Context: an optimization exercise on an open-source flow, tuned for small area. The choices shown serve that exercise and are no tape-out recipe. Only simulation tests tie the RTL to the original design; equivalence was not proved. Power figures rest on the tool's default switching activity, not on a simulated workload.

$ cat design.v
module uart_rx( sys_clk,
                sys_rst_n,
                bit_in,
                dout_vld,
                dout
);
input           sys_clk;
input           sys_rst_n;
input           bit_in;
output          dout_vld;
output  [7:0]   dout;
reg             en;
reg     [16:0]   clk_cnt;
reg     [3:0]   bit_cnt;
reg     [1:0]   a;
reg     [2:0]   bit_in_dly;
reg     [7:0]   dout;
reg             dout_vld;
always @(posedge sys_clk or negedge sys_rst_n) begin
if(~sys_rst_n)
    bit_in_dly <= 3'b111;
else
    bit_in_dly <= {bit_in_dly[1:0], bit_in};
end
always @(posedge sys_clk or negedge sys_rst_n) begin
if(~sys_rst_n)
    en <= 1'b0;
else if(~bit_in_dly[1])
    en <= 1'b1;
else if((clk_cnt == 17'd399) && (bit_cnt == 4'd9))
    en <= 1'b0;
end
always @(posedge sys_clk or negedge sys_rst_n) begin
if(~sys_rst_n)
    clk_cnt <= 17'd0;
else if(clk_cnt == 17'd399)
    clk_cnt <= 17'd0;
else if(en)
    clk_cnt <= clk_cnt + 1'b1;
end
always @(posedge sys_clk or negedge sys_rst_n) begin
if(~sys_rst_n)
    bit_cnt <= 4'd0;
else if((clk_cnt == 17'd399) && (bit_cnt == 4'd9))
    bit_cnt <= 4'd0;
else if(clk_cnt == 17'd399)
    bit_cnt <= bit_cnt + 1'b1;
end
always @(posedge sys_clk or negedge sys_rst_n) begin
if(~sys_rst_n)
    a <= 2'd0;
else if(clk_cnt == 17'd180 || clk_cnt == 17'd200 || clk_cnt == 17'd220)
    a <= a + bit_in_dly[2];
else if(clk_cnt == 17'd240)
    a <= 2'd0;
end
always @(posedge sys_clk or negedge sys_rst_n) begin
if(~sys_rst_n)
    dout <= 8'd0;
else if((clk_cnt == 17'd399) && (bit_cnt == 4'd9))
    dout <= 8'd0;
else if(clk_cnt == 17'd230 && bit_cnt >= 4'd1 && bit_cnt <= 4'd8)
    dout[bit_cnt[2:0]-3'd1] <= a>=2'd2 ? 1'b1 : 1'b0;
end
always @(posedge sys_clk or negedge sys_rst_n) begin
if(~sys_rst_n)
    dout_vld <= 1'b0;
else if((clk_cnt == 17'd230) && (bit_cnt == 4'd9))
    dout_vld <= 1'b1;
else
    dout_vld <= 1'b0;
end
endmodule
module uart_tx (sys_clk,		 
				sys_rst_n, 		     
				din,			 
				send_start,	     
				bit_out		     
				);
input           sys_clk;		 
input			sys_rst_n;  	     
input		[7:0]	din;    		 
input			send_start;	     
output			bit_out;	     
reg     [9:0]   din_temp;
reg             en;
reg     [16:0]   clk_cnt;
reg     [3:0]   bit_cnt;
reg             bit_out;
always @(posedge sys_clk or negedge sys_rst_n) begin
if(~sys_rst_n)
    din_temp <= 10'd0;
else if(send_start)
    din_temp <= {1'b1, din, 1'b0};
else if((clk_cnt == 17'd399) && (bit_cnt == 4'd9))
    din_temp <= 10'd0;
end
always @(posedge sys_clk or negedge sys_rst_n) begin
if(~sys_rst_n)
    en <= 1'b0;
else if(send_start)
    en <= 1'b1;
else if((clk_cnt == 17'd399) && (bit_cnt == 4'd9))
    en <= 1'b0;
end
always @(posedge sys_clk or negedge sys_rst_n) begin
if(~sys_rst_n)
    clk_cnt <= 17'd0;
else if(clk_cnt == 17'd399)
    clk_cnt <= 17'd0;
else if(en)
    clk_cnt <= clk_cnt + 1'b1;
end
always @(posedge sys_clk or negedge sys_rst_n) begin
if(~sys_rst_n)
    bit_cnt <= 4'd0;
else if((clk_cnt == 17'd399) && (bit_cnt == 4'd9))
    bit_cnt <= 4'd0;
else if(clk_cnt == 17'd399)
    bit_cnt <= bit_cnt + 1'b1;
end
always @(posedge sys_clk or negedge sys_rst_n) begin
if(~sys_rst_n)
    bit_out <= 1'b1;
else if(en)
    bit_out <= din_temp[ bit_cnt ];
else
    bit_out <= 1'b1;
end
endmodule
module whatever1 (input wire sys_clk,
                  input wire sys_rst_n,
                  input wire data_in_valid,
                  input wire [7:0] data_in,
                  output reg [7:0] r_data_out,
                  output reg [7:0] g_data_out,
                  output reg [7:0] b_data_out,
                  output reg data_out_ready);
    reg [7:0] l_shift[1:0];
    reg [1:0] count;
    always @(posedge sys_clk or negedge sys_rst_n) begin
        if (sys_rst_n == 1'b0) begin
            l_shift[1] <= 8'b0;
            l_shift[0] <= 8'b0;
        end
        else begin
            if (data_in_valid == 1'b1) begin
                l_shift[1] <= l_shift[0];
                l_shift[0] <= data_in;
            end
        end
    end
    always @(posedge sys_clk or negedge sys_rst_n) begin
        if (sys_rst_n == 1'b0) begin
            count <= 2'b0;
        end
        else begin
            if (data_in_valid == 1'b1) begin
                if (count == 2'd3) begin
                    count <= 2'd1;
                end
                else begin
                    count <= count+2'd1;
                end
            end
        end
    end
    always @(posedge sys_clk or negedge sys_rst_n) begin
        if (sys_rst_n == 1'b0) begin
            data_out_ready <= 1'b0;
        end
        else begin
            if (data_in_valid == 1'b1 && count == 2'd2) begin
                data_out_ready <= 1'b1;
            end
            else begin
                data_out_ready <= 1'b0;
            end
        end
    end
    always @(posedge sys_clk or negedge sys_rst_n) begin
        if (sys_rst_n == 1'b0) begin
            r_data_out <= 8'd0;
            g_data_out <= 8'd0;
            b_data_out <= 8'd0;
        end
        else begin
            if (data_in_valid == 1'b1 && count == 2'd2) begin
                r_data_out <= l_shift[1];
                g_data_out <= l_shift[0];
                b_data_out <= data_in;
            end
        end
    end
endmodule
module process (input wire data_in_valid,
                input wire [7:0] r_data_in,
                input wire [7:0] g_data_in,
                input wire [7:0] b_data_in,
                output reg [7:0] r_data_out,
                output reg [7:0] g_data_out,
                output reg [7:0] b_data_out,
                output wire data_out_ready);
    assign data_out_ready = data_in_valid;
    always @(*) begin
        r_data_out = r_data_in;
        g_data_out = g_data_in;
        b_data_out = b_data_in;
    end
endmodule
module whatever2 (input wire sys_clk,
                  input wire sys_rst_n,
                  input wire data_in_valid,
                  input wire [7:0] r_data_in,
                  input wire [7:0] g_data_in,
                  input wire [7:0] b_data_in,
                  output reg [7:0] data_out,
                  output reg data_out_ready);
    parameter COUNT1_MAX = 4000;
    reg [31:0] count1;
    reg [1:0] count2;
    reg [7:0] r_data;
    reg [7:0] g_data;
    reg [7:0] b_data;
    always @(posedge sys_clk or negedge sys_rst_n) begin
        if (sys_rst_n == 1'b0) begin
            r_data <= 8'b0;
            g_data <= 8'b0;
            b_data <= 8'b0;
        end
        else begin
            if (data_in_valid == 1'b1) begin
                r_data <= r_data_in;
                g_data <= g_data_in;
                b_data <= b_data_in;
            end
        end
    end
    always @(posedge sys_clk or negedge sys_rst_n) begin
        if (sys_rst_n == 1'b0) begin
            count1 <= 0;
        end
        else begin
            if (data_in_valid == 1'b1) begin
                count1 <= 0;
            end
            else begin
                if (count1 == COUNT1_MAX-1) begin
                    count1 <= 0;
                end
                else begin
                    count1 <= count1+1;
                end
            end
        end
    end
    always @(posedge sys_clk or negedge sys_rst_n) begin
        if (sys_rst_n == 1'b0) begin
            count2 <= 2'd2;
        end
        else begin
            if (data_in_valid == 1'b1) begin
                count2 <= 2'd0;
            end
            else begin
                if (count1 == COUNT1_MAX-1) begin
                    if (count2 == 2'd2) begin
                        count2 <= 2'd2;
                    end
                    else begin
                        count2 <= count2+2'd1;
                    end
                end
            end
        end
    end
    always @(posedge sys_clk or negedge sys_rst_n) begin
        if (sys_rst_n == 1'b0) begin
            data_out_ready <= 1'b0;
        end
        else begin
            if (data_in_valid == 1'b1||(count1 == COUNT1_MAX-1&&count2 < 2'd2)) begin
                data_out_ready <= 1'b1;
            end
            else begin
                data_out_ready <= 1'b0;
            end
        end
    end
    always @(*) begin
        case (count2)
            2'd0:data_out    <= r_data;
            2'd1:data_out    <= g_data;
            2'd2:data_out    <= b_data;
            default:data_out <= 8'd0;
        endcase
    end
endmodule
module skin(input sys_clk,
            input sys_rst_n,
            input bit_in,
            output bit_out);
    wire         dout_vld;
    wire  [7:0]  dout;
    wire data_out_ready1;
    wire [7:0] r_data1;
    wire [7:0] g_data1;
    wire [7:0] b_data1;
    wire data_out_ready2;
    wire [7:0] r_data2;
    wire [7:0] g_data2;
    wire [7:0] b_data2;
    wire data_in_valid;
    wire [7:0] data_in;
    wire data_out_ready;
    wire [7:0] data_out;
    assign data_in       = dout;
    assign data_in_valid = dout_vld;
    uart_rx ur(
    .sys_clk(sys_clk),
    .sys_rst_n(sys_rst_n),
    .bit_in(bit_in),
    .dout_vld(dout_vld),
    .dout(dout)
    );
    uart_tx ut(
    .sys_clk(sys_clk),
    .sys_rst_n(sys_rst_n),
    .din(data_out),
    .send_start(data_out_ready),
    .bit_out(bit_out)
    );
    whatever1
    whatever1_dut (
    .sys_clk(sys_clk),
    .sys_rst_n(sys_rst_n),
    .data_in_valid(data_in_valid),
    .data_in(data_in),
    .r_data_out(r_data1),
    .g_data_out(g_data1),
    .b_data_out(b_data1),
    .data_out_ready(data_out_ready1)
    );
    process
    process_dut(
    .data_in_valid(data_out_ready1),
    .r_data_in(r_data1),
    .g_data_in(g_data1),
    .b_data_in(b_data1),
    .r_data_out(r_data2),
    .g_data_out(g_data2),
    .b_data_out(b_data2),
    .data_out_ready(data_out_ready2)
    );
    whatever2
    #(.COUNT1_MAX (4000))
    whatever2_dut(
    .sys_clk(sys_clk),
    .sys_rst_n(sys_rst_n),
    .data_in_valid(data_out_ready2),
    .r_data_in(r_data2),
    .g_data_in(g_data2),
    .b_data_in(b_data2),
    .data_out(data_out),
    .data_out_ready(data_out_ready)
    );
endmodule
$ cat run.sh
#!/bin/bash
# synth_recipe.tcl (not shown) runs the flow's synth.tcl, then flattens the netlist and writes it again
# the make line also repeats each setting of config.mk as NAME=value (left out here)
make -C /OpenROAD-flow-scripts/flow DESIGN_CONFIG=/design/flow/config.mk WORK_HOME=/design/flow/orfs CLKGATE_MAP_FILE= SYNTH_SCRIPT=/design/flow/synth_recipe.tcl finish
$ cat config.mk
export PLATFORM = sky130hd
export DESIGN_NAME = skin
export DESIGN_NICKNAME = skin
export VERILOG_FILES = /design/flow/design.v
export SDC_FILE = /design/flow/constraint.sdc
export NUM_CORES = 4
export LEC_CHECK = 0
export CAP_MARGIN = 20
export CORE_MARGIN = 2
export CORE_UTILIZATION = 40
export SLEW_MARGIN = 20
$ cat constraint.sdc
create_clock -name core_clock -period 10.0 [get_ports {sys_clk}]
set_input_delay 2.0000 -clock core_clock [delete_from_list [all_inputs] [get_ports {sys_clk}]]
set_output_delay 2.0000 -clock core_clock [all_outputs]
set_load 0.01 [all_outputs]
==> results of run 1 <==
## Yosys cell counts, types with 2 or more instances
master     instances
o21a_1             2
o211ai_1           2
xor2_1            28
or4_1              4
clkbuf_1          18
nor4_4             4
nor4_1             7
or3_1              9
o2bb2ai_1          9
or4_4              2
and4_1             4
a222oi_1           8
mux2_2            67
buf_2              5
and2_1             3
nor4_2             2
nor2b_1            4
dfstp_2            5
nand4_1           19
nor2_1            66
inv_1             18
ha_1              20
xnor2_1           34
o31ai_1            2
mux2i_1            5
nor3_1            10
a21oi_1            7
dfrtp_1          164
o21ai_0           22
and3_1            10
buf_1              4
nor3b_1            3
nand3_1           37
a21boi_0           6
and3b_1            2
a21o_1             4
nand2_1           50
## cells by family (layout without fill, tap and decap cells)
family                     count (synthesis)  after routing
xor gates and xnor gates                  62             62
DFF                                      169            169
adders and majority gates                 20             20
muxes                                     73             73
buffers and inverters                     45             55
AOI/OAI and AO/OA                         66             66
and+or+nand+nor                          244            244
## how the worst max path moves through the flow
stage / end / slack (ns) / depth (start not counted) / from
floorplan: bit_out / 7.48 / 0 / ut.bit_out
global placement: whatever2_dut.count1[0] / 6.33 / 2 / sys_rst_n
detailed placement: ur.clk_cnt[10] / 6.27 / 2 / sys_rst_n
CTS: bit_out / 6.52 / 1 / ut.bit_out
global route: bit_out / 6.50 / 1 / ut.bit_out
finish: bit_out / 6.55 / 1 / ut.bit_out
## sequential cells by signal, summed over array words and instances (netlist names), 9 cells and up
| name | flops |
|---|---|
| ur.clk_cnt | 17 |
| whatever1_dut.l_shift | 16 |
| ut.clk_cnt | 17 |
| ut.din_temp | 9 |
| whatever2_dut.count1 | 32 |
## layout make-up
type	count	area, um^2
inverter	18	67.6
multi-input combinational	465	3380
fill	1777	10600
clock inverter	13	200
clock buffer	19	443
sequential	169	4240
timing repair buffer	5	50.0
tap	265	332
## power by group through the flow
| stage | Clock [mW] | Combinational, mW | Sequential (mW) |
|---|---|---|---|
| floorplan | 0 | 0.0000911 | 0.698 |
| global placement | 0 | 0.0145 | 0.698 |
| detailed placement | 0 | 0.0149 | 0.698 |
| CTS | 0.729 | 0.0150 | 0.685 |
| global route | 0.760 | 0.0172 | 0.685 |
| finish | 0.712 | 0.0138 | 0.685 |
## per-layer routing
| metal | track usage [%] | routed length (um) |
|---|---|---|
| met5 | 0 | 0 |
| met4 | 4.75 | 88 |
| met2 | 24.8 | 6730 |
| met1 | 19.8 | 6700 |
| met3 | 3.67 | 428 |
## stage by stage
step | cells | total power [mW] | setup WS [ns] | hold WS (ns)
after floorplan | 679 | 0.698 | 7.48 | 0.345
after global placement | 922 | 0.712 | 6.33 | 0.351
after detailed placement | 922 | 0.713 | 6.27 | 0.348
after CTS | 954 | 1.43 | 6.52 | 0.358
after global routing | 954 | 1.46 | 6.50 | 0.360
final | 954 | 1.41 | 6.55 | 0.357
==> out/summary.log, run 1 <==
[global_route] initial antenna violation count 0
[clock_network] TritonCTS clock tree done
[placement] Placement Cell Area 8060 um^2
[worst_setup_path] capturing element type of the critical path output pin
[logic_synthesis] Post-Synthesis Cell Area 7790 um^2
[clock_network] clock transition time at the flip-flop clock pins of the worst setup and hold paths 0.06 ns
[route] per-cell via count in the routed design 5.22
[power_and_ir_drop] internal portion of total power 1.13 mW
[worst_setup_path] worst-path maximum fanout 1
[sta] Hold Fails Final Rpt 0
[power_and_ir_drop] switching part of the total 19.6%
[global_route] global route total overflow 0
[power_and_ir_drop] fraction of power consumed by combinational cells 1.0%
[worst_setup_path] Arrival @ worst endpoint 1.45 ns
[worst_setup_path] setup slack, reg-to-reg 7.56 ns
[worst_setup_path] critical path, cell by cell clkdlybuf4s50_1
[logic_synthesis] share of synthesized area spent on multiplexers 10.6%
[placement] global placement routability congestion 0.787
[logic_synthesis] ranking of synthesized cells by area dfrtp_1, mux2_2, xnor2_1
[global_route] largest net degree at the start of global routing 86
[min_path] path type of the worst min-delay path reg2reg
[route] post-detailed-route DRC marker count 0
[logic_synthesis] syn nets 702
[sta] post-layout min period 3.45 ns
[global_route] via count of the first global-routing pass 5160
[logic_synthesis] adder and majority cell fraction of the synthesized area 3.21%
[sta] Clock Skew 0.00608 ns
[cells_and_area] antenna cells 0
[worst_setup_path] path depth of the worst reg2reg path 5
[worst_setup_path] Req. time, crit path 8.00 ns
[logic_synthesis] count of unique library cells instantiated by Yosys 50
[worst_setup_path] reg-to-reg critical path startpoint whatever2_dut.count1[18]
[clock_network] root cell of the clock tree clkbuf_16
[logic_synthesis] synthesis-stage register bit count 169
[worst_setup_path] cell with the largest stage delay on the worst path clkdlybuf4s50_1
[cells_and_area] post-layout instance area 8710 um^2
[cells_and_area] net total in the final layout 699
[logic_synthesis] sequential-to-total area share from yosys stat 54.4%
[route] Iter 0 DRT Violations 264
[global_route] GR Util All Layers 15.1%
[cells_and_area] fraction of final layout cells sized beyond drive strength 1 17.6%
[logic_synthesis] number of flops mapped to enable cells by yosys 0
[logic_synthesis] post-synthesis cell count 679
[placement] PortBufs 3
[route] total wire length 13.9 mm
[power_and_ir_drop] total power divided by cell area 162 nW/um^2
[sta] number of max-slew violations in the final report 0
[clock_network] cts hold-fix bufs 0
[worst_setup_path] startpoint type of the worst setup path flop
[min_path] Hold Startpoint ur.bit_in_dly[0]
[logic_synthesis] number of warnings issued by yosys 6
[worst_setup_path] delay of the slowest cell on the worst path 0.52 ns
[cells_and_area] utilization after layout 45.2%
[power_and_ir_drop] sequential power share 48.6%
[sta] Setup Viol. Count Final 0
[route] remaining number of nets flagged by the antenna check after routing 0
[power_and_ir_drop] leakage power summed over all cells 4.00 nW
[global_route] first-pass GRT wire length 24.9 mm
[cells_and_area] Area Overhead vs Synth 11.8%
[floorplan] IO Count 4
[worst_setup_path] end of the worst register-to-register path whatever2_dut.count1[14]
[clock_network] number of H-tree levels 4
[sta] setup total negative slack 0 ns
[floorplan] cell row count 51
[power_and_ir_drop] share of total power in the clock network 50.4%
[sta] maximum operating frequency 0.290 GHz
[logic_synthesis] post-synthesis compound-gate area fraction 5.89%
[floorplan] placeable core area 19300 um^2
[logic_synthesis] Post-Synth Simple-Gate Area 16.7%
[route] average wire per cell in the routed design 14.6 um
[route] drt first pass iters 6
[placement] detailed placement HPWL 9.08 mm
[floorplan] Die Area 20600 um^2
[clock_network] CTS sink cnt 169
[route] vias after detailed routing 4976
[logic_synthesis] fraction of registers with async set or reset after synthesis 100%
[logic_synthesis] fraction of synthesized cell area taken by the top area cell type 52.7%
[worst_setup_path] kind of cell with the highest combined delay on the critical path buffers and inverters
[status] result of the run finished clean
[sta] relative slew slack 47.2%
[logic_synthesis] area share of xor/xnor cells in the synthesized design 6.97%
[floorplan] die extent in y 144 um
[cells_and_area] leading cell type in the layout, fill and taps excluded dfrtp_1
[sta] pin slew with the least headroom to its limit 0.784 ns
[clock_network] Gates resized, CTS repair 0
[clock_network] number of CTS-inserted buffers 17
[power_and_ir_drop] IR drop worst, VDD 0.110 mV
[clock_network] Clk Latency, worst-skew pair 0.42 ns
[logic_synthesis] most area-hungry cell type in the Yosys netlist dfrtp_1
[cells_and_area] commonest cells after routing, fill and taps aside dfrtp_1, mux2_2, nor2_1, nand2_1, nand3_1
[floorplan] initial standard-cell utilization of the core 40.4%
[min_path] hold depth 0
[worst_setup_path] type of the worst setup path reg2out
[sta] setup repair after global routing missed its margin false
[sta] period utilization 34.5%
[logic_synthesis] mean post-synth cell area 11.5 um^2
[min_path] end point of the worst hold path ur.bit_in_dly[1]
[power_and_ir_drop] reported net switching power 0.276 mW
[logic_synthesis] dominant combinational cell family by area after synthesis simple AND/OR/NAND/NOR gates
[worst_setup_path] Buf/Inv on CP 1
[logic_synthesis] Post-synth top flop dfrtp_1
[clock_network] CTS Buffer Depth 2
[flow_run] total of max-cap violations 0
[clock_network] Post CTS Setup Buffer Count 0
[floorplan] horizontal extent of the die 144 um
==> inputs of run 2 (changes only) <==
==> design.v (replaced) <==
module skin(input sys_clk,
            input sys_rst_n,
            input bit_in,
            output bit_out);
    reg [8:0] rc;           
    reg [3:0] rb;           
    reg       s0, s1;       
    reg [1:0] g;            
    reg [7:0] d0, d1, d2;   
    wire ridle = (rb == 4'd15);
    wire rwrap = (rc == 9'd399);
    wire rend  = rwrap && (rb == 4'd9);
    wire at236 = (rc == 9'd236);
    wire wr    = at236 && !rb[3] && (rb != 4'd0) || at236 && rb == 4'd8;
    wire dlv   = at236 && (rb == 4'd9);
    wire start = dlv && (g == 2'd2);
    always @(posedge sys_clk or negedge sys_rst_n) begin
        if (!sys_rst_n) begin
            rc <= 9'd0;
            rb <= 4'd15;
        end else if (ridle || rend) begin
            rc <= 9'd0;
            rb <= {4{bit_in}};
        end else if (rwrap) begin
            rc <= 9'd0;
            rb <= rb + 4'd1;
        end else begin
            rc <= rc + 9'd1;
        end
    end
    always @(posedge sys_clk or negedge sys_rst_n) begin
        if (!sys_rst_n) begin
            s0 <= 1'b0;
            s1 <= 1'b0;
        end else begin
            if (rc == 9'd179) s0 <= bit_in;
            if (rc == 9'd199) s1 <= bit_in;
            if (rc == 9'd219) s0 <= (s0 & s1) | (bit_in & (s0 | s1));
        end
    end
    always @(posedge sys_clk or negedge sys_rst_n) begin
        if (!sys_rst_n)
            g <= 2'd0;
        else if (dlv)
            g <= (g == 2'd2) ? 2'd0 : g + 2'd1;
    end
    always @(posedge sys_clk) begin
        if (wr && g == 2'd0) d0[rb[2:0]] <= s0;
        if (wr && g == 2'd1) d1[rb[2:0]] <= s0;
        if (wr && g == 2'd2) d2[rb[2:0]] <= s0;
    end
    reg [8:0] tc;
    reg [3:0] tb;
    reg [1:0] tk;           
    always @(posedge sys_clk or negedge sys_rst_n) begin
        if (!sys_rst_n) begin
            tc <= 9'd0;
            tb <= 4'd0;
            tk <= 2'd3;
        end else if (start) begin
            tc <= 9'd0;
            tb <= 4'd0;
            tk <= 2'd0;
        end else if (tk != 2'd3) begin
            if (tc == 9'd399) begin
                tc <= 9'd0;
                if (tb == 4'd9) begin
                    tb <= 4'd0;
                    tk <= tk + 2'd1;
                end else
                    tb <= tb + 4'd1;
            end else
                tc <= tc + 9'd1;
        end
    end
    reg dbit;
    always @(*) begin
        case (tk)
            2'd0: dbit = d0[tb[2:0]];
            2'd1: dbit = d1[tb[2:0]];
            default: dbit = d2[tb[2:0]];
        endcase
    end
    assign bit_out = (tk == 2'd3) || (tb == 4'd9) || ((tb != 4'd0) && dbit);
endmodule
==> out/summary.log, run 2 <==
[logic_synthesis] number of flops mapped to enable cells by yosys 24
[logic_synthesis] mean post-synth cell area 9.92 um^2
[global_route] largest net degree at the start of global routing 33
[clock_network] CTS Buffer Depth 2
[logic_synthesis] count of unique library cells instantiated by Yosys 50
[sta] setup total negative slack 0 ns
[cells_and_area] commonest cells after routing, fill and taps aside nand2_1, nor2_1, dfrtp_1, edfxtp_1
[worst_setup_path] startpoint type of the worst setup path flop
[clock_network] root cell of the clock tree clkbuf_8
[sta] Setup Viol. Count Final 0
[flow_run] total of max-cap violations 0
[worst_setup_path] Arrival @ worst endpoint 2.86 ns
[floorplan] IO Count 4
[logic_synthesis] synthesis-stage register bit count 56
[sta] Hold Fails Final Rpt 0
[cells_and_area] leading registers by flop count rc: 9 flops, tc: 9 flops
[placement] placed cell count 420
[global_route] initial antenna violation count 0
[logic_synthesis] sequential-to-total area share from yosys stat 47.4%
[route] drt first pass iters 4
[placement] detailed placement HPWL 4.61 mm
[route] remaining number of nets flagged by the antenna check after routing 0
[global_route] via count of the first global-routing pass 2298
[cells_and_area] non-filler cells in the finished layout 428
[logic_synthesis] Post-Synthesis Cell Area 3220 um^2
[route] total wire length 6.39 mm
[worst_setup_path] capturing element type of the critical path output pin
[logic_synthesis] fraction of synthesized cell area taken by the top area cell type 22.4%
[route] post-detailed-route DRC marker count 0
[placement] pre-CTS setup slack 5.49 ns
[global_route] first-pass GRT wire length 10.9 mm
[clock_network] CTS sink cnt 56
[sta] post-layout min period 4.86 ns
[sta] setup repair after global routing missed its margin false
[logic_synthesis] Post-synth top flop dfrtp_1
[cells_and_area] leading cell type in the layout, fill and taps excluded nand2_1
[floorplan] horizontal extent of the die 93.8 um
[global_route] global route total overflow 0
[cells_and_area] utilization after layout 44.2%
[logic_synthesis] number of warnings issued by yosys 1
[worst_setup_path] type of the worst setup path reg2out
[worst_setup_path] critical path, cell by cell inv_1 -> ha_1 -> nor2_1 -> a221oi_1 -> or4_1 -> nand3_1 -> clkdlybuf4s50_1
[cells_and_area] Area Overhead vs Synth 6.52%
[min_path] path type of the worst min-delay path reg2reg
[worst_setup_path] path depth of the worst reg2reg path 6
[floorplan] placeable core area 7770 um^2
[sta] Clock Skew 0.0105 ns
[placement] global placement routability congestion 0.794
[route] vias after detailed routing 2308
[clock_network] Post CTS Setup Buffer Count 0
[cells_and_area] net total in the final layout 343
[clock_network] Clk Latency, worst-skew pair 0.31 ns
[sta] number of max-slew violations in the final report 0
[sta] pin slew with the least headroom to its limit 0.770 ns
[logic_synthesis] syn nets 343
[sta] maximum operating frequency 0.206 GHz
[worst_setup_path] worst-path maximum fanout 9
[status] result of the run finished clean
[route] per-cell via count in the routed design 5.39
[power_and_ir_drop] total power divided by cell area 110 nW/um^2
[global_route] GR Util All Layers 15.4%
[worst_setup_path] cell with the largest stage delay on the worst path dfstp_2
[logic_synthesis] most frequent cell after synthesis nand2_1
[clock_network] cts hold-fix bufs 0
[logic_synthesis] fraction of registers with async set or reset after synthesis 57.1%
[sta] worst-case setup margin in the final layout 5.14 ns
[floorplan] initial standard-cell utilization of the core 41.5%
[power_and_ir_drop] total design power 0.376 mW
[logic_synthesis] post-synthesis cell count 325
[power_and_ir_drop] leakage power summed over all cells 1.40 nW
[sta] relative slew slack 48.6%
[floorplan] cell row count 32
[cells_and_area] fraction of final layout cells sized beyond drive strength 1 8.59%
[logic_synthesis] top cells by count, synth nand2_1, nor2_1, dfrtp_1, edfxtp_1
[worst_setup_path] Req. time, crit path 8.00 ns
[power_and_ir_drop] IR drop worst, VDD 0.0579 mV
[clock_network] clock transition time at the flip-flop clock pins of the worst setup and hold paths 0.10 ns
[logic_synthesis] ranking of synthesized cells by area edfxtp_1, dfrtp_1, ha_1
[route] Iter 0 DRT Violations 83
[clock_network] TritonCTS clock tree done
[floorplan] Die Area 8790 um^2
[sta] period utilization 48.6%
[clock_network] number of CTS-inserted buffers 5
[floorplan] die extent in y 93.8 um
[logic_synthesis] most area-hungry cell type in the Yosys netlist edfxtp_1
[clock_network] number of H-tree levels 2
[route] average wire per cell in the routed design 14.9 um
[cells_and_area] antenna cells 0
[placement] PortBufs 3
[worst_setup_path] delay of the slowest cell on the worst path 0.56 ns
[clock_network] Gates resized, CTS repair 0
[min_path] hold depth 1
run 2: changes by cell type in the layout (fill, tap and decap cells not counted), moves of 11 or more:
cell       delta
clkbuf_16    -17
dfrtp_1     -137
nand4_1      -14
xor2_1       -25
xnor2_1      -23
a21o_1       +14
a21oi_1      +11
mux2_2       -60
nor2_1       -35
edfxtp_1     +24
nand3_1      -24
nand2_1      -15
run 2: per-layer routing:
metal	vias up	track usage, %	routed length (um)
met5	-	0	0
met4	0	2.90	32
met3	4	3.13	178
met2	27	25.3	2940
met1	1116	21.3	3240
li1	1161	-	-
run 2: power breakdown:
part             switching, mW  internal [mW]
logic                  0.00304        0.00101
registers      0.0000000000741          0.238
clock network           0.0747         0.0593
total                   0.0777          0.298
run 2: logic make-up (layout without fill, tap and decap cells):
logic type               Yosys count  in the layout  share of synthesized area, %
XOR/XNOR                          14             14                          3.80
AO/OA/AOI/OAI                     67             67                          13.4
AND/OR/NAND/NOR                  135            135                          22.4
adder cells (fa/ha/maj)           15             15                          5.82
flip-flops                        56             56                          47.4
multiplexers                      10             10                          3.38
buffers and inverters             28             29                          3.84
run 2: area by class of cell:
type	count	area [um^2]
Clock inverter	1	7.51
Clock buffer	7	90.1
Multi-Input combinational cell	241	1570
Inverter	15	56.3
Tap cell	102	128
Fill cell	749	4330
Sequential cell	56	1530
Timing Repair Buffer	6	52.6
run 2: worst max-delay path: cells and delay by family, from the launching register on:
family | cells | cell delay (ns)
flops | 1 | 0.56
fa+ha+maj | 1 | 0.30
compound gates | 1 | 0.13
buf+inv | 2 | 0.60
simple gates | 3 | 0.96
run 2: path summary, 6_finish.rpt:
check	startpoint	end	slack [ns]
setup / recovery	tk[0]	bit_out	5.14
hold / removal	rc[0]	rc[0]	0.49
setup reg to reg	rb[0]	d1[7]	7.24
hold reg to reg	rc[0]	rc[0]	0.49
max in group asynchronous	sys_rst_n	rb[2]	7.58
min in group asynchronous	sys_rst_n	tc[8]	2.08
run 2: stage by stage:
stage | cell area, um^2 | hold WS [ns]
after global routing | 3430 | 0.512
final | 3430 | 0.486
after detailed placement | 3340 | 0.474
after CTS | 3430 | 0.488
after global placement | 3340 | 0.463
after floorplan | 3220 | 0.447
==> inputs of run 3 (changes only) <==
==> design.v (replaced) <==
module skin(input sys_clk,
            input sys_rst_n,
            input bit_in,
            output bit_out);
    reg [8:0] rc;           
    reg [3:0] rb;           
    reg       s0, s1;       
    reg [1:0] g;            
    reg [7:0] d1, d2, d3;   
    wire ridle = (rb == 4'd0);
    wire rwrap = (rc == 9'd424);
    wire rlast = (rb == 4'd10);
    wire wr    = rwrap && (rb >= 4'd2) && (rb <= 4'd9);
    wire dlv   = rwrap && (rb == 4'd9);
    wire start = dlv && (g == 2'd3);
    always @(posedge sys_clk) begin
        if (ridle || rwrap)
            rc <= 9'd0;
        else
            rc <= {rc[7:0], ~(rc[8] ^ rc[4])};
    end
    always @(posedge sys_clk or negedge sys_rst_n) begin
        if (!sys_rst_n)
            rb <= 4'd0;
        else if (ridle || rwrap && rlast)
            rb <= {3'd0, ~bit_in};
        else if (rwrap)
            rb <= rb + 4'd1;
    end
    always @(posedge sys_clk) begin
        if (rc == 9'd178) s0 <= bit_in;
        if (rc == 9'd490) s1 <= bit_in;
        if (rc == 9'd310) s0 <= (s0 & s1) | (bit_in & (s0 | s1));
    end
    always @(posedge sys_clk or negedge sys_rst_n) begin
        if (!sys_rst_n)
            g <= 2'd1;
        else if (dlv)
            g <= (g == 2'd3) ? 2'd1 : g + 2'd1;
    end
    always @(posedge sys_clk) begin
        if (wr && g == 2'd1) d1 <= {s0, d1[7:1]};
        if (wr && g == 2'd2) d2 <= {s0, d2[7:1]};
        if (wr && g == 2'd3) d3 <= {s0, d3[7:1]};
    end
    reg [8:0] tc;
    reg [3:0] tb;           
    reg [1:0] tk;           
    wire twrap = (tc == 9'd424);
    wire tend  = twrap && (tb == 4'd10);
    always @(posedge sys_clk) begin
        if (start)
            tc <= 9'd167;
        else if (twrap)
            tc <= 9'd0;
        else
            tc <= {tc[7:0], ~(tc[8] ^ tc[4])};
        if (start)
            tb <= 4'd0;
        else if (tend)
            tb <= 4'd1;
        else if (twrap)
            tb <= tb + 4'd1;
    end
    always @(posedge sys_clk or negedge sys_rst_n) begin
        if (!sys_rst_n)
            tk <= 2'd0;
        else if (start)
            tk <= 2'd1;
        else if (tend && tk != 2'd0)
            tk <= tk + 2'd1;
    end
    wire [2:0] rbe = (g == tk && rb >= 4'd3 && rb <= 4'd9) ? rb[2:0] : 3'd2;
    wire [2:0] p   = tb[2:0] - rbe;
    reg dbit;
    always @(*) begin
        case (tk)
            2'd1: dbit = d1[p];
            2'd2: dbit = d2[p];
            default: dbit = d3[p];
        endcase
    end
    assign bit_out = (tk == 2'd0) || (tb == 4'd0) || (tb == 4'd10) || ((tb != 4'd1) && dbit);
endmodule
==> out/summary.log, run 3 <==
[logic_synthesis] number of flops mapped to enable cells by yosys 26
[clock_network] TritonCTS clock tree done
[logic_synthesis] fraction of synthesized cell area taken by the top area cell type 30.2%
[logic_synthesis] number of warnings issued by yosys 1
[sta] maximum operating frequency 0.165 GHz
[worst_setup_path] Arrival @ worst endpoint 4.08 ns
[route] vias after detailed routing 1626
[sta] Setup Viol. Count Final 0
[worst_setup_path] kind of cell with the highest combined delay on the critical path compound AO/OA/AOI/OAI gates
[power_and_ir_drop] internal portion of total power 0.314 mW
[cells_and_area] net total in the final layout 253
[worst_setup_path] capturing element type of the critical path output pin
[status] result of the run finished clean
[cells_and_area] fraction of final layout cells sized beyond drive strength 1 8.12%
[worst_setup_path] path depth of the worst reg2reg path 5
[global_route] GR met1 Demand/Resource 17.7%
[logic_synthesis] Post-Synthesis Cell Area 2590 um^2
[worst_setup_path] cell with the largest stage delay on the worst path clkdlybuf4s50_1
[sta] Clock Skew 0.00966 ns
[cells_and_area] Fillers 610
[cells_and_area] non-filler cells in the finished layout 311
[worst_setup_path] Req. time, crit path 8.00 ns
[placement] pre-CTS setup slack 4.28 ns
[worst_setup_path] worst-path maximum fanout 8
[logic_synthesis] mean post-synth cell area 11.2 um^2
[power_and_ir_drop] total power divided by cell area 139 nW/um^2
[global_route] global route total overflow 0
[route] remaining number of nets flagged by the antenna check after routing 0
[global_route] most congested layer reported by global routing met2
[worst_setup_path] Buf/Inv on CP 3
[logic_synthesis] syn nets 250
[sta] period utilization 60.8%
[logic_synthesis] sequential-to-total area share from yosys stat 55.0%
[logic_synthesis] most area-hungry cell type in the Yosys netlist edfxtp_1
[flow_run] total of max-cap violations 0
[logic_synthesis] fraction of registers with async set or reset after synthesis 14.3%
[worst_setup_path] Critical Path Stages 14
[placement] placed cell count 303
[clock_network] Clk Latency, worst-skew pair 0.31 ns
[global_route] via count of the first global-routing pass 1607
[power_and_ir_drop] fraction of power consumed by combinational cells 0.5%
[power_and_ir_drop] share of total power in the clock network 38.5%
[clock_network] Post CTS Setup Buffer Count 0
[min_path] hold depth 0
[floorplan] initial standard-cell utilization of the core 41.0%
[global_route] met3 global-route usage 3.34%
[logic_synthesis] Post-synth top flop edfxtp_1
[sta] worst-case setup margin in the final layout 3.92 ns
[global_route] initial antenna violation count 0
[power_and_ir_drop] IR drop worst, VDD 0.0691 mV
[floorplan] cell row count 29
[sta] Hold Fails Final Rpt 0
[cells_and_area] leading cell type in the layout, fill and taps excluded edfxtp_1
[worst_setup_path] type of the worst setup path reg2out
[logic_synthesis] post-synthesis cell count 230
[sta] setup repair after global routing missed its margin false
[floorplan] IO Count 4
[power_and_ir_drop] switching part of the total 19.4%
[clock_network] clock transition time at the flip-flop clock pins of the worst setup and hold paths 0.10 ns
[logic_synthesis] top cells by count, synth edfxtp_1, dfxtp_1, nor2_1, nand2_1, ha_1
[cells_and_area] commonest cells after routing, fill and taps aside edfxtp_1, dfxtp_1, nor2_1, nand2_1, ha_1
[worst_setup_path] startpoint type of the worst setup path flop
[power_and_ir_drop] sequential power share 61.0%
[sta] pin slew with the least headroom to its limit 0.661 ns
[logic_synthesis] most frequent cell after synthesis edfxtp_1
[clock_network] root cell of the clock tree clkbuf_8
[cells_and_area] Area Overhead vs Synth 8.32%
[sta] relative slew slack 55.5%
[placement] global placement routability congestion 0.771
[placement] PortBufs 3
[route] average wire per cell in the routed design 13.9 um
[clock_network] CTS sink cnt 56
[logic_synthesis] ranking of synthesized cells by area edfxtp_1, dfxtp_1, ha_1
[cells_and_area] antenna cells 0
[floorplan] die extent in y 84.4 um
[global_route] met2 track utilization from global routing 19.8%
[logic_synthesis] count of unique library cells instantiated by Yosys 47
[global_route] first-pass GRT wire length 7.47 mm
[clock_network] Gates resized, CTS repair 0
[floorplan] placeable core area 6310 um^2
[worst_setup_path] critical path, cell by cell inv_1 -> ha_1 -> o21ai_0 -> o21ai_0 -> nand2_1 -> nor2_1 -> ha_1 -> inv_1 -> fa_1 -> nor2b_1 -> and3_1 -> o41a_1 -> o311ai_0 -> clkdlybuf4s50_1
[route] drt first pass iters 4
[sta] post-layout min period 6.08 ns
[sta] number of max-slew violations in the final report 0
[global_route] GR Util All Layers 12.9%
[clock_network] number of CTS-inserted buffers 5
[clock_network] cts hold-fix bufs 0
[route] total wire length 4.33 mm
[global_route] largest net degree at the start of global routing 19
[clock_network] number of H-tree levels 2
[power_and_ir_drop] reported net switching power 0.0758 mW
[route] per-cell via count in the routed design 5.23
[logic_synthesis] synthesis-stage register bit count 56
[sta] WHS 0.459 ns
[sta] setup total negative slack 0 ns
[floorplan] Die Area 7130 um^2
[worst_setup_path] delay of the slowest cell on the worst path 0.61 ns
[route] Iter 0 DRT Violations 93
[min_path] path type of the worst min-delay path reg2reg
[placement] detailed placement HPWL 3.20 mm
[power_and_ir_drop] leakage power summed over all cells 1.13 nW
[clock_network] CTS Buffer Depth 2
[floorplan] horizontal extent of the die 84.4 um
[route] post-detailed-route DRC marker count 0
[cells_and_area] leading registers by flop count rc: 9 flops, tc: 9 flops
## run 3: final timing paths
check                           from  endpoint  slack (ns)
setup / recovery               rb[1]   bit_out        3.92
hold / removal                 d1[7]     d1[6]        0.46
setup reg to reg               tc[2]     tk[0]        7.84
hold reg to reg                d1[7]     d1[6]        0.46
max in group asynchronous  sys_rst_n      g[0]        7.72
min in group asynchronous  sys_rst_n     rb[2]        1.97
## run 3: final cells by class
type | instances | area, um^2 | share of cell area, %
clock buffer | 5 | 68.8 | 2.46
clock inverter | 3 | 47.5 | 1.70
inverter | 11 | 41.3 | 1.47
multi-input combinational | 156 | 1090 | 39.1
sequential | 56 | 1420 | 50.8
tap | 77 | 96.3 | 3.44
timing repair buffer | 3 | 30.0 | 1.07
## run 3: kinds of logic (layout without fill, tap and decap cells)
group / after synthesis / in the layout / synth area share [%]
buf+inv: 18 / 22 / 2.66
fa+ha+maj: 17 / 17 / 8.51
simple gates: 93 / 93 / 19.3
mux: 9 / 9 / 4.02
xor+xnor: 7 / 7 / 2.37
compound gates: 30 / 30 / 8.18
flops: 56 / 56 / 55.0
## run 3: power by group through the flow
stage | combinational [mW] | clock (mW) | sequential (mW)
6_report | 0.00214 | 0.150 | 0.238
5_1_grt | 0.00242 | 0.162 | 0.238
4_1_cts | 0.00219 | 0.155 | 0.238
3_5_place_dp | 0.00218 | 0 | 0.243
3_3_place_gp | 0.00212 | 0 | 0.243
2_1_floorplan | 0.000395 | 0 | 0.243
## run 3: layer usage
metal	up-vias	part of all wire (%)
met1	776	51
met2	23	46
met5	-	0
met4	0	0.79
met3	4	3.0
li1	823	-
## run 3: through the flow
| stage | utilization [%] | cell area, um^2 | power (mW) |
|---|---|---|---|
| 2_1_floorplan | - | 2590 | 0.243 |
| 6_report | 44.4 | 2800 | 0.390 |
| 5_1_grt | 44.4 | 2800 | 0.403 |
| 3_3_place_gp | 42.5 | 2690 | 0.245 |
| 3_5_place_dp | 42.5 | 2690 | 0.245 |
| 4_1_cts | 44.4 | 2800 | 0.395 |
## run 3: worst reg2reg max path: cells and delay by family, from the launching register on
kind	cells	cell delay, ns
AND/OR/NAND/NOR	3	1.47
XOR/XNOR	1	0.16
AO/OA/AOI/OAI	1	0.10
flip-flops	1	0.32
==> inputs of run 4 (changes only) <==
==> flow/run.sh (new file) <==
#!/bin/bash
# Own layout flow: the standard synthesis, then the combinational logic
# between the registers is mapped again by ABC with an area-oriented script
# (registers, their names and cell types are kept as the standard synthesis
# made them), then the standard layout from floorplan to finish.
set -euo pipefail
HERE=$(pwd)
R=$HERE/orfs/results/sky130hd/skin/base
LIB=$FLOW_HOME/platforms/sky130hd/lib/sky130_fd_sc_hd__tt_025C_1v80.lib

bash standard.sh synth > log_1_synth.txt 2>&1
cp $R/1_2_yosys.v $HERE/std_synth.v

sed -e "s#@LIB@#$LIB#g" -e "s#@IN@#$HERE/std_synth.v#g" -e "s#@OUT@#$HERE/resynth.v#g" \
    -e "s#@ABC@#$HERE/flow/area.abc#g" flow/resynth.ys > resynth.ys
yosys -s resynth.ys > log_2_resynth.txt 2>&1
cp $HERE/resynth.v $R/1_2_yosys.v
rm -f $R/1_synth.odb $R/1_synth.sdc
bash standard.sh synth > log_3_synth_odb.txt 2>&1
bash standard.sh > log_4_layout.txt 2>&1
test -f out/final.def
==> flow/area.abc (new file) <==
strash
dch
map -a
strash
dch
map -a
strash
dch
map -a
==> flow/resynth.ys (new file) <==
# Re-map the combinational logic of the standard synthesis netlist.
read_liberty -ignore_miss_func @LIB@
read_verilog @IN@
hierarchy -top skin
setattr -mod -set keep_hierarchy 1 sky130_fd_sc_hd__df* sky130_fd_sc_hd__edf*
flatten
opt -purge
select skin
abc -script @ABC@ -liberty @LIB@ -dont_use *probe* -dont_use *lpflow*
opt_clean -purge
stat -liberty @LIB@
write_verilog -noattr -nohex -nodec -selected @OUT@
==> standard.sh (new file) <==
#!/bin/bash
# synth_recipe.tcl (not shown) runs the flow's synth.tcl, then flattens the netlist and writes it again
# the make line also repeats each setting of config.mk as NAME=value (left out here)
make -C /OpenROAD-flow-scripts/flow DESIGN_CONFIG=/design/flow/config.mk WORK_HOME=/design/flow/orfs CLKGATE_MAP_FILE= SYNTH_SCRIPT=/design/flow/synth_recipe.tcl "${@:-finish}"
removed: run.sh
==> out/summary.log, run 4 <==
[floorplan] die extent in y 80.1 um
[sta] period utilization 54.6%
[floorplan] cell row count 27
[logic_synthesis] Post-Synthesis Cell Area 2320 um^2
[clock_network] CTS sink cnt 56
[cells_and_area] utilization after layout 45.7%
[clock_network] clock transition time at the flip-flop clock pins of the worst setup and hold paths 0.10 ns
[power_and_ir_drop] total design power 0.365 mW
[power_and_ir_drop] leakage power summed over all cells 0.904 nW
[cells_and_area] commonest cells after routing, fill and taps aside nor2_1, clkinv_1, edfxtp_1, dfxtp_1, nand2_1
[worst_setup_path] Req. time, crit path 8.00 ns
[cells_and_area] Fillers 553
[worst_setup_path] end point of the critical path bit_out
[sta] setup repair after global routing missed its margin false
[route] post-detailed-route DRC marker count 0
[route] vias after detailed routing 1649
[global_route] largest net degree at the start of global routing 19
[clock_network] Gates resized, CTS repair 0
[sta] Setup Viol. Count Final 0
[cells_and_area] leading registers by flop count rc: 9 flops, tc: 9 flops
[placement] global placement routability congestion 0.801
[logic_synthesis] syn nets 252
[global_route] initial antenna violation count 0
[route] per-cell via count in the routed design 4.97
[sta] number of max-slew violations in the final report 0
[power_and_ir_drop] IR drop worst, VDD 0.0727 mV
[route] total wire length 4.05 mm
[route] drt first pass iters 4
[clock_network] cts hold-fix bufs 0
[sta] relative slew slack 52.7%
[cells_and_area] fraction of final layout cells sized beyond drive strength 1 5.38%
[floorplan] horizontal extent of the die 80.1 um
[worst_setup_path] end of the worst register-to-register path tc[6]
[placement] PortBufs 3
[power_and_ir_drop] total power divided by cell area 144 nW/um^2
[worst_setup_path] startpoint type of the worst setup path flop
[worst_setup_path] path depth of the worst reg2reg path 13
[clock_network] root cell of the clock tree clkbuf_8
[logic_synthesis] number of warnings issued by yosys 1
[route] remaining number of nets flagged by the antenna check after routing 0
[clock_network] number of CTS-inserted buffers 5
[cells_and_area] Area Overhead vs Synth 9.24%
[clock_network] number of H-tree levels 2
[worst_setup_path] setup slack, reg-to-reg 7.27 ns
[clock_network] TritonCTS clock tree done
[logic_synthesis] post-synthesis cell count 249
[sta] Clock Skew 0.0136 ns
[global_route] first-pass GRT wire length 6.85 mm
[clock_network] Clk Latency, worst-skew pair 0.31 ns
[placement] detailed placement HPWL 2.97 mm
[route] Iter 0 DRT Violations 90
[worst_setup_path] launching element of the worst setup path g[0]
[worst_setup_path] Arrival @ worst endpoint 3.46 ns
[cells_and_area] net total in the final layout 262
[route] average wire per cell in the routed design 12.2 um
[logic_synthesis] mean post-synth cell area 9.30 um^2
[cells_and_area] non-filler cells in the finished layout 332
[sta] maximum operating frequency 0.183 GHz
[global_route] global route total overflow 0
[cells_and_area] antenna cells 0
[global_route] GR Util All Layers 14.0%
[sta] pin slew with the least headroom to its limit 0.706 ns
[clock_network] CTS Buffer Depth 2
[worst_setup_path] worst-path maximum fanout 4
[status] result of the run finished clean
[floorplan] IO Count 4
[global_route] via count of the first global-routing pass 1534
[min_path] path type of the worst min-delay path reg2reg
[floorplan] Die Area 6410 um^2
[cells_and_area] leading cell type in the layout, fill and taps excluded nor2_1
[floorplan] placeable core area 5540 um^2
[worst_setup_path] reg-to-reg critical path startpoint rc[7]
[worst_setup_path] capturing element type of the critical path output pin
[flow_run] total of max-cap violations 0
[worst_setup_path] type of the worst setup path reg2out
[clock_network] Post CTS Setup Buffer Count 0
[sta] Hold Fails Final Rpt 0
[sta] setup total negative slack 0 ns
[floorplan] initial standard-cell utilization of the core 41.8%
[sta] WHS 0.428 ns
[placement] placed cell count 324
[sta] post-layout min period 5.46 ns
==> run 4: metal layers <==
metal | share of wire (%) | global-route usage, % | wire length, um
met4 | 1.5 | 5.08 | 61
met2 | 45 | 21.9 | 1830
met5 | 0 | 0 | 0
met3 | 2.2 | 3.71 | 89
met1 | 51 | 18.6 | 2070
==> run 4: critical path, stage by stage (launching register included) <==
cell and delay [ns]:
dfstp_2 0.57, clkinv_1 0.12, nor2_1 0.11, o21ai_0 0.10, nor3_1 0.22, nand2_1 0.11
nand2_1 0.09, clkinv_1 0.05, nor2_1 0.16, clkinv_1 0.13, nand2_1 0.08, nand2_1 0.08
nor2_1 0.19, clkinv_1 0.13, o22ai_1 0.16, o31ai_1 0.08, o21ai_0 0.18, nand3_1 0.10
clkdlybuf4s50_1 0.49
==> run 4: cell type report <==
class	instances	area, um^2	area share [%]
inverters	46	173	6.82
clock buffers	5	68.8	2.72
flip-flops and latches	56	1420	56.2
clock inverters	3	20.0	0.791
well taps	72	90.1	3.56
multi-input cells	147	726	28.7
repair buffers	3	30.0	1.19
==> run 4: where the power goes <==
group          internal [mW]  switching, mW
combinational       0.000785       0.000878
sequential             0.238              0
clock                 0.0501         0.0749
total                  0.289         0.0758
==> run 4: stage by stage <==
stage | worst slack [ns] | cell area, um^2
after floorplan | 5.68 | 2320
after global placement | 5.05 | 2440
after detailed placement | 4.96 | 2440
after CTS | 4.60 | 2520
after global routing | 4.15 | 2530
final | 4.54 | 2530
==> run 4: how the worst min path moves through the flow <==
stage,startpoint,end,depth (start not counted)
after floorplan,tc[2],tc[3],2
after global placement,tc[3],tc[4],2
after detailed placement,tc[2],tc[3],2
after CTS,tc[2],tc[3],2
after global routing,tc[3],tc[4],2
final,tc[2],tc[3],2
==> inputs of run 5 (changes only) <==
--- a/flow/run.sh
+++ b/flow/run.sh
@@ -19,3 +19,5 @@
 bash standard.sh synth > log_3_synth_odb.txt 2>&1
-bash standard.sh > log_4_layout.txt 2>&1
+# CTS without dummy loads; port buffers of the smallest buffer.
+CTS="-sink_clustering_enable -sink_clustering_size 64 -sink_clustering_max_diameter 1000 -root_buf sky130_fd_sc_hd__clkbuf_8 -buf_list sky130_fd_sc_hd__clkbuf_8 -dont_use_dummy_load -sink_buffer_max_cap_derate 1.0 -repair_clock_nets"
+bash standard.sh "CTS_ARGS=$CTS" "BUFFER_PORTS_ARGS=-buffer_cell sky130_fd_sc_hd__buf_1" finish > log_4_layout.txt 2>&1
 test -f out/final.def
==> flow/area.abc (replaced) <==
strash
&get -n
&deepsyn -T 30
&put
dch -f
map -a
strash
dch
map -a
==> out/summary.log, run 5 <==
[cells_and_area] Fillers 497
[flow_run] total of max-cap violations 0
[placement] PortBufs 3
[global_route] via count of the first global-routing pass 1466
[floorplan] placeable core area 5440 um^2
[clock_network] cts hold-fix bufs 0
[sta] relative slew slack 33.9%
[power_and_ir_drop] leakage power summed over all cells 0.836 nW
[status] result of the run finished clean
[cells_and_area] Area Overhead vs Synth 7.94%
[worst_setup_path] Arrival @ worst endpoint 3.07 ns
[floorplan] horizontal extent of the die 78.8 um
[sta] maximum operating frequency 0.197 GHz
[worst_setup_path] critical path, cell by cell clkinv_1 -> nand2_1 -> nand4_1 -> nor2_1 -> nand2_1 -> nand2_1 -> clkinv_1 -> nor2_1 -> xor2_1 -> o21ai_0 -> a32o_1 -> o221ai_1 -> o221ai_1 -> buf_1
[sta] Setup Viol. Count Final 0
[sta] setup total negative slack 0 ns
[cells_and_area] leading registers by flop count rc: 9 flops, tc: 9 flops
[global_route] GR met1 Demand/Resource 19.2%
[floorplan] cell row count 27
[route] post-detailed-route DRC marker count 0
[power_and_ir_drop] total power divided by cell area 144 nW/um^2
[logic_synthesis] Post-Synthesis Cell Area 2240 um^2
[global_route] GR Util All Layers 13.9%
[sta] WHS 0.427 ns
[clock_network] Gates resized, CTS repair 0
[power_and_ir_drop] IR drop worst, VDD 0.0862 mV
[route] vias after detailed routing 1557
[global_route] initial antenna violation count 0
[global_route] most congested layer reported by global routing met2
[worst_setup_path] Req. time, crit path 8.00 ns
[power_and_ir_drop] sequential power share 68.2%
[global_route] first-pass GRT wire length 6.70 mm
[cells_and_area] utilization after layout 44.4%
[route] drt first pass iters 4
[logic_synthesis] mean post-synth cell area 9.90 um^2
[clock_network] CTS sink cnt 56
[logic_synthesis] number of warnings issued by yosys 1
[power_and_ir_drop] share of total power in the clock network 31.5%
[cells_and_area] commonest cells after routing, fill and taps aside nor2_1, clkinv_1, edfxtp_1, dfxtp_1, nand2_1
[global_route] global route total overflow 0
[cells_and_area] net total in the final layout 240
[clock_network] root cell of the clock tree clkbuf_8
[cells_and_area] leading cell type in the layout, fill and taps excluded nor2_1
[clock_network] CTS Buffer Depth 2
[worst_setup_path] worst-path maximum fanout 8
[route] per-cell via count in the routed design 5.07
[power_and_ir_drop] internal portion of total power 0.283 mW
[global_route] largest net degree at the start of global routing 17
[logic_synthesis] syn nets 229
[route] total wire length 3.95 mm
[route] Iter 0 DRT Violations 113
[clock_network] Clk Latency, worst-skew pair 0.30 ns
[clock_network] number of H-tree levels 2
[clock_network] number of CTS-inserted buffers 5
[worst_setup_path] cell with the largest stage delay on the worst path dfrtp_1
[sta] period utilization 50.7%
[floorplan] Die Area 6210 um^2
[min_path] path type of the worst min-delay path reg2reg
[worst_setup_path] Most common cell on crit path nand2_1
[global_route] met2 track utilization from global routing 21.4%
[logic_synthesis] post-synthesis cell count 226
[worst_setup_path] startpoint type of the worst setup path flop
[sta] post-layout min period 5.07 ns
[clock_network] Post CTS Setup Buffer Count 0
[global_route] met3 global-route usage 3.07%
[sta] setup repair after global routing missed its margin false
[cells_and_area] antenna cells 0
[sta] pin slew with the least headroom to its limit 0.984 ns
[clock_network] clock transition time at the flip-flop clock pins of the worst setup and hold paths 0.09 ns
[route] average wire per cell in the routed design 12.9 um
[power_and_ir_drop] switching part of the total 18.8%
[placement] detailed placement HPWL 2.92 mm
[route] remaining number of nets flagged by the antenna check after routing 0
[floorplan] IO Count 4
[sta] Hold Fails Final Rpt 0
[power_and_ir_drop] fraction of power consumed by combinational cells 0.4%
[clock_network] TritonCTS clock tree done
[worst_setup_path] capturing element type of the critical path output pin
[sta] number of max-slew violations in the final report 0
[sta] Clock Skew 0.0105 ns
[worst_setup_path] delay of the slowest cell on the worst path 0.51 ns
[floorplan] initial standard-cell utilization of the core 41.1%
[power_and_ir_drop] reported net switching power 0.0654 mW
[placement] global placement routability congestion 0.902
[cells_and_area] fraction of final layout cells sized beyond drive strength 1 5.11%
[worst_setup_path] type of the worst setup path reg2out
[floorplan] die extent in y 78.8 um
## run 5: worst paths after layout
kind / depth (start not counted) / startpoint / slack, ns / end
worst min register to register: 2 / tc[3] / 0.43 / tc[4]
max in group asynchronous: 1 / sys_rst_n / 8.05 / g[0]
worst max register to register: 11 / rc[8] / 6.92 / tc[6]
min in group asynchronous: 1 / sys_rst_n / 1.61 / rb[0]
worst max-delay path: 14 / tk[0] / 4.93 / bit_out
worst min-delay path: 2 / tc[3] / 0.43 / tc[4]
## run 5: cell type report
type	count	area, um^2	area share [%]
Sequential cell	56	1420	58.9
Tap cell	72	90.1	3.73
Clock buffer	5	68.8	2.85
Inverter	36	135	5.60
Timing Repair Buffer	4	18.8	0.777
Multi-Input combinational cell	134	679	28.1
## run 5: through the flow
step           power [mW]  cells  setup slack (ns)  instance area (um^2)
2_1_floorplan       0.243    226              5.78                  2240
3_3_place_gp        0.244    302              5.38                  2350
3_5_place_dp        0.244    302              5.30                  2350
4_1_cts             0.351    307              4.94                  2410
5_1_grt             0.361    307              4.60                  2410
6_report            0.349    307              4.93                  2410
## run 5: per-layer routing
layer,vias to the layer above,share of wire (%)
li1,791,-
met1,720,49
met2,39,44
met3,7,4.7
met4,0,1.4
met5,-,0
## run 5: power by group through the flow
stage	Combinational, mW	Clock, mW	Sequential, mW
final	0.00124	0.110	0.238
after global routing	0.00144	0.122	0.238
after CTS	0.00130	0.112	0.238
after detailed placement	0.00130	0	0.243
after global placement	0.00129	0	0.243
after floorplan	0.000188	0	0.243
## run 5: worst max-delay path: cells and delay by family, from the launching register on
| family | cells | cell delay [ns] |
|---|---|---|
| AND/OR/NAND/NOR | 6 | 0.84 |
| AO/OA/AOI/OAI | 4 | 0.65 |
| flip-flops | 1 | 0.51 |
| buffers and inverters | 3 | 0.51 |
| XOR/XNOR | 1 | 0.26 |
==> inputs of run 6 (changes only) <==
--- a/design.v
+++ b/design.v
@@ -4,2 +4,9 @@
             output bit_out);
+    reg [2:0] ph;           
+    always @(posedge sys_clk or negedge sys_rst_n) begin
+        if (!sys_rst_n)
+            ph <= 3'd0;
+        else
+            ph <= ph + 3'd1;
+    end
     reg [8:0] rc;           
@@ -10,5 +17,5 @@
     wire ridle = (rb == 4'd0);
-    wire rwrap = (rc == 9'd424);
+    wire rwrap = ((rc & 9'd471) == 9'd341);
     wire rlast = (rb == 4'd10);
-    wire wr    = rwrap && (rb >= 4'd2) && (rb <= 4'd9);
+    wire wr    = ((rc & 9'd155) == 9'd146) && (ph == rb[2:0]) && (rb >= 4'd2) && (rb <= 4'd9);
     wire dlv   = rwrap && (rb == 4'd9);
@@ -17,5 +24,5 @@
         if (ridle || rwrap)
-            rc <= 9'd0;
+            rc <= 9'd410;
         else
-            rc <= {rc[7:0], ~(rc[8] ^ rc[4])};
+            rc <= {rc[7:0], (rc[8] ^ rc[4])};
     end
@@ -30,5 +37,5 @@
     always @(posedge sys_clk) begin
-        if (rc == 9'd178) s0 <= bit_in;
-        if (rc == 9'd490) s1 <= bit_in;
-        if (rc == 9'd310) s0 <= (s0 & s1) | (bit_in & (s0 | s1));
+        if (((rc & 9'd239) == 9'd229)) s0 <= bit_in;
+        if (((rc & 9'd383) == 9'd116)) s1 <= bit_in;
+        if (((rc & 9'd446) == 9'd160)) s0 <= (s0 & s1) | (bit_in & (s0 | s1));
     end
@@ -41,5 +48,5 @@
     always @(posedge sys_clk) begin
-        if (wr && g == 2'd1) d1 <= {s0, d1[7:1]};
-        if (wr && g == 2'd2) d2 <= {s0, d2[7:1]};
-        if (wr && g == 2'd3) d3 <= {s0, d3[7:1]};
+        d1 <= {(wr && g == 2'd1) ? s0 : d1[0], d1[7:1]};
+        d2 <= {(wr && g == 2'd2) ? s0 : d2[0], d2[7:1]};
+        d3 <= {(wr && g == 2'd3) ? s0 : d3[0], d3[7:1]};
     end
@@ -48,3 +55,3 @@
     reg [1:0] tk;           
-    wire twrap = (tc == 9'd424);
+    wire twrap = ((tc & 9'd471) == 9'd341);
     wire tend  = twrap && (tb == 4'd10);
@@ -52,7 +59,7 @@
         if (start)
-            tc <= 9'd167;
+            tc <= 9'd17;
         else if (twrap)
-            tc <= 9'd0;
+            tc <= 9'd410;
         else
-            tc <= {tc[7:0], ~(tc[8] ^ tc[4])};
+            tc <= {tc[7:0], (tc[8] ^ tc[4])};
         if (start)
@@ -72,4 +79,3 @@
     end
-    wire [2:0] rbe = (g == tk && rb >= 4'd3 && rb <= 4'd9) ? rb[2:0] : 3'd2;
-    wire [2:0] p   = tb[2:0] - rbe;
+    wire [2:0] p = tb[2:0] - ph;    
     reg dbit;
--- a/flow/run.sh
+++ b/flow/run.sh
@@ -4,3 +4,5 @@
 # (registers, their names and cell types are kept as the standard synthesis
-# made them), then the standard layout from floorplan to finish.
+# made them; the smallest of four differently seeded runs is kept), then
+# the standard layout from floorplan to finish, with CTS without dummy
+# loads and the smallest buffer on the ports.
 set -euo pipefail
@@ -13,9 +15,20 @@
 
-sed -e "s#@LIB@#$LIB#g" -e "s#@IN@#$HERE/std_synth.v#g" -e "s#@OUT@#$HERE/resynth.v#g" \
-    -e "s#@ABC@#$HERE/flow/area.abc#g" flow/resynth.ys > resynth.ys
-yosys -s resynth.ys > log_2_resynth.txt 2>&1
-cp $HERE/resynth.v $R/1_2_yosys.v
+for S in 1 2 3 4; do
+  sed -e "s#@SEED@#$S#" flow/area.abc > area_$S.abc
+  sed -e "s#@LIB@#$LIB#g" -e "s#@IN@#$HERE/std_synth.v#g" -e "s#@OUT@#$HERE/resynth_$S.v#g" \
+      -e "s#@ABC@#$HERE/area_$S.abc#g" flow/resynth.ys > resynth_$S.ys
+  yosys -s resynth_$S.ys > log_2_resynth_$S.txt 2>&1 &
+done
+wait
+BEST=""; BESTA=""
+for S in 1 2 3 4; do
+  A=$(grep "Chip area for module" log_2_resynth_$S.txt | tail -1 | grep -oE "[0-9.]+$" || true)
+  if [[ -n "$A" && -s resynth_$S.v ]]; then
+    if [[ -z "$BEST" ]] || awk "BEGIN{exit !($A < $BESTA)}"; then BEST=$S; BESTA=$A; fi
+  fi
+done
+echo "resynthesis: seed $BEST, area $BESTA" > resynth_choice.txt
+cp $HERE/resynth_$BEST.v $R/1_2_yosys.v
 rm -f $R/1_synth.odb $R/1_synth.sdc
 bash standard.sh synth > log_3_synth_odb.txt 2>&1
-# CTS without dummy loads; port buffers of the smallest buffer.
 CTS="-sink_clustering_enable -sink_clustering_size 64 -sink_clustering_max_diameter 1000 -root_buf sky130_fd_sc_hd__clkbuf_8 -buf_list sky130_fd_sc_hd__clkbuf_8 -dont_use_dummy_load -sink_buffer_max_cap_derate 1.0 -repair_clock_nets"
==> flow/area.abc (replaced) <==
strash
&get -n
&deepsyn -S @SEED@ -T 25
&put
dch -f
map -a
strash
dch
map -a
==> out/summary.log, run 6 <==
[status] result of the run finished clean
[sta] period utilization 43.8%
[global_route] via count of the first global-routing pass 1578
[logic_synthesis] post-synthesis cell count 248
[worst_setup_path] Arrival @ worst endpoint 2.38 ns
[sta] relative slew slack 50.8%
[logic_synthesis] mean post-synth cell area 8.62 um^2
[cells_and_area] net total in the final layout 265
[cells_and_area] leading cell type in the layout, fill and taps excluded nor2_1
[route] average wire per cell in the routed design 11.7 um
[worst_setup_path] kind of cell with the highest combined delay on the critical path compound AO/OA/AOI/OAI gates
[worst_setup_path] type of the worst setup path reg2out
[logic_synthesis] Post-Synthesis Cell Area 2140 um^2
[route] total wire length 3.86 mm
[sta] post-layout min period 4.38 ns
[worst_setup_path] cell with the largest stage delay on the worst path dfrtp_1
[route] vias after detailed routing 1571
[logic_synthesis] syn nets 251
[clock_network] root cell of the clock tree clkbuf_8
[power_and_ir_drop] total power divided by cell area 167 nW/um^2
[worst_setup_path] worst-path maximum fanout 9
[global_route] first-pass GRT wire length 6.89 mm
[worst_setup_path] path depth of the worst reg2reg path 13
[sta] Hold Fails Final Rpt 0
[sta] setup repair after global routing missed its margin false
[cells_and_area] fraction of final layout cells sized beyond drive strength 1 4.62%
[clock_network] number of CTS-inserted buffers 9
[global_route] GR Util All Layers 15.3%
[cells_and_area] leading registers by flop count rc: 9 flops, tc: 9 flops
[sta] maximum operating frequency 0.228 GHz
[logic_synthesis] number of warnings issued by yosys 1
[power_and_ir_drop] IR drop worst, VDD 0.0748 mV
[cells_and_area] utilization after layout 45.9%
[min_path] path type of the worst min-delay path reg2reg
[min_path] hold depth 0
[sta] pin slew with the least headroom to its limit 0.735 ns
[route] Iter 0 DRT Violations 45
[sta] setup total negative slack 0 ns
[floorplan] placeable core area 5140 um^2
[power_and_ir_drop] leakage power summed over all cells 0.959 nW
[floorplan] initial standard-cell utilization of the core 41.6%
[clock_network] Post CTS Setup Buffer Count 0
[floorplan] die extent in y 77.1 um
[global_route] initial antenna violation count 0
[route] drt first pass iters 4
[worst_setup_path] critical path, cell by cell clkinv_1 -> nor2_1 -> clkinv_1 -> o211ai_1 -> o31ai_1 -> nand2_1 -> o311ai_0 -> a22oi_1 -> o211ai_1 -> buf_1
[clock_network] number of H-tree levels 3
[worst_setup_path] delay of the slowest cell on the worst path 0.53 ns
[route] per-cell via count in the routed design 4.76
[floorplan] cell row count 26
[global_route] largest net degree at the start of global routing 12
[clock_network] CTS sink cnt 59
[sta] Clock Skew 0.0180 ns
[floorplan] horizontal extent of the die 77.1 um
[global_route] global route total overflow 0
[placement] global placement routability congestion 0.917
[clock_network] TritonCTS clock tree done
[placement] PortBufs 3
[worst_setup_path] Critical Path Stages 10
[worst_setup_path] capturing element type of the critical path output pin
[sta] WHS 0.347 ns
[sta] Setup Viol. Count Final 0
[cells_and_area] antenna cells 0
[clock_network] Clk Latency, worst-skew pair 0.33 ns
[worst_setup_path] startpoint type of the worst setup path flop
[floorplan] IO Count 4
[power_and_ir_drop] total design power 0.395 mW
[clock_network] cts hold-fix bufs 0
[cells_and_area] Area Overhead vs Synth 10.4%
[route] remaining number of nets flagged by the antenna check after routing 0
[worst_setup_path] Buf/Inv on CP 3
[cells_and_area] commonest cells after routing, fill and taps aside nor2_1, dfxtp_1, clkinv_1, nand2_1, o21ai_0
[clock_network] CTS Buffer Depth 2
[sta] number of max-slew violations in the final report 0
[route] post-detailed-route DRC marker count 0
[clock_network] Gates resized, CTS repair 0
[placement] Placement Cell Area 2240 um^2
[clock_network] clock transition time at the flip-flop clock pins of the worst setup and hold paths 0.06 ns
[cells_and_area] post-layout instance area 2360 um^2
[worst_setup_path] Req. time, crit path 8.00 ns
[placement] detailed placement HPWL 2.91 mm
[flow_run] total of max-cap violations 0
[floorplan] Die Area 5940 um^2
[run 6: path summary, 6_finish.rpt]
check / from / to / slack [ns]
hold reg to reg: d2[6] / d2[5] / 0.35
hold / removal: d2[6] / d2[5] / 0.35
max in group asynchronous: sys_rst_n / tk[1] / 7.91
setup reg to reg: rc[2] / tb[3] / 7.04
setup / recovery: tk[0] / bit_out / 5.62
min in group asynchronous: sys_rst_n / rb[0] / 1.65
[run 6: metal layers]
metal  global-route usage, %  vias up  wire [um]
met1                    17.9      716       1880
met5                       0        -          0
met3                    7.18        8        141
met4                    7.50        0         74
li1                        -      829          -
met2                    23.5       18       1760
[run 6: through the flow]
stage | setup WS, ns | std cells
detailed placement | 5.99 | 321
finish | 5.62 | 330
global route | 5.41 | 330
CTS | 5.61 | 330
floorplan | 6.35 | 248
global placement | 5.96 | 321
[run 6: final cells by class]
type | count | area (um^2)
Fill cell | 528 | 2780
Sequential cell | 59 | 1260
Multi-Input combinational cell | 147 | 722
Inverter | 42 | 158
Clock buffer | 9 | 124
Tap cell | 70 | 87.6
Timing Repair Buffer | 3 | 11.3
[run 6: where the power goes]
group          switching (mW)  internal [mW]
sequential                  0          0.237
clock                  0.0763         0.0796
combinational         0.00132       0.000295
[run 6: worst register-to-register path, stage by stage, from the launching register on]
cell and delay, ns:
dfxtp_1 0.33, nand2_1 0.08, nor2_1 0.16, clkinv_1 0.08
nor4_1 0.30, clkinv_1 0.16, nor2_1 0.25, nand2_1 0.10
nor3_1 0.21, nand2_1 0.14, nor2_1 0.58, clkinv_1 0.26
nand2_1 0.14, nor2_1 0.04

==> re-timing with driven ports <==
The results above use ideal ports. As a check the final layouts listed here were re-extracted and re-timed, cells and wires unchanged.
Step 1 (the two cells are an assumption about what drives the block):
set clk [get_ports {sys_clk}]
set_driving_cell -lib_cell sky130_fd_sc_hd__clkbuf_16 $clk
set_driving_cell -lib_cell sky130_fd_sc_hd__buf_2 [delete_from_list [all_inputs] $clk]
Step 2 adds t to the input delays and takes it off the output delays; t is the mean of the earliest and latest rising clock arrival at the registers after step 1. Input paths then give back, and output paths get back, about the clock's delay inside the block.
a / b / c = ideal ports / drivers / drivers and shift; a / b = the first two.
run | t, ns | setup WS [ns] | worst hold slack (ns) | worst register clock-pin slew, ns
run 1 | 0.459 | 6.546 / 6.503 / 6.721 | 0.357 / 0.357 / 0.357 | 0.07 / 0.07
run 2 | 0.333 | 5.142 / 5.114 / 5.447 | 0.486 / 0.486 / 0.486 | 0.10 / 0.10
run 3 | 0.337 | 3.923 / 3.892 / 4.229 | 0.459 / 0.459 / 0.459 | 0.10 / 0.10
run 4 | 0.333 | 4.537 / 4.508 / 4.841 | 0.428 / 0.428 / 0.428 | 0.10 / 0.10
run 5 | 0.323 | 4.932 / 4.906 / 5.229 | 0.427 / 0.427 / 0.427 | 0.09 / 0.09
run 6 | 0.350 | 5.615 / 5.590 / 5.940 | 0.347 / 0.347 / 0.347 | 0.07 / 0.07
After both steps setup and hold are still met in every run listed. Setup slack includes reset recovery checks.
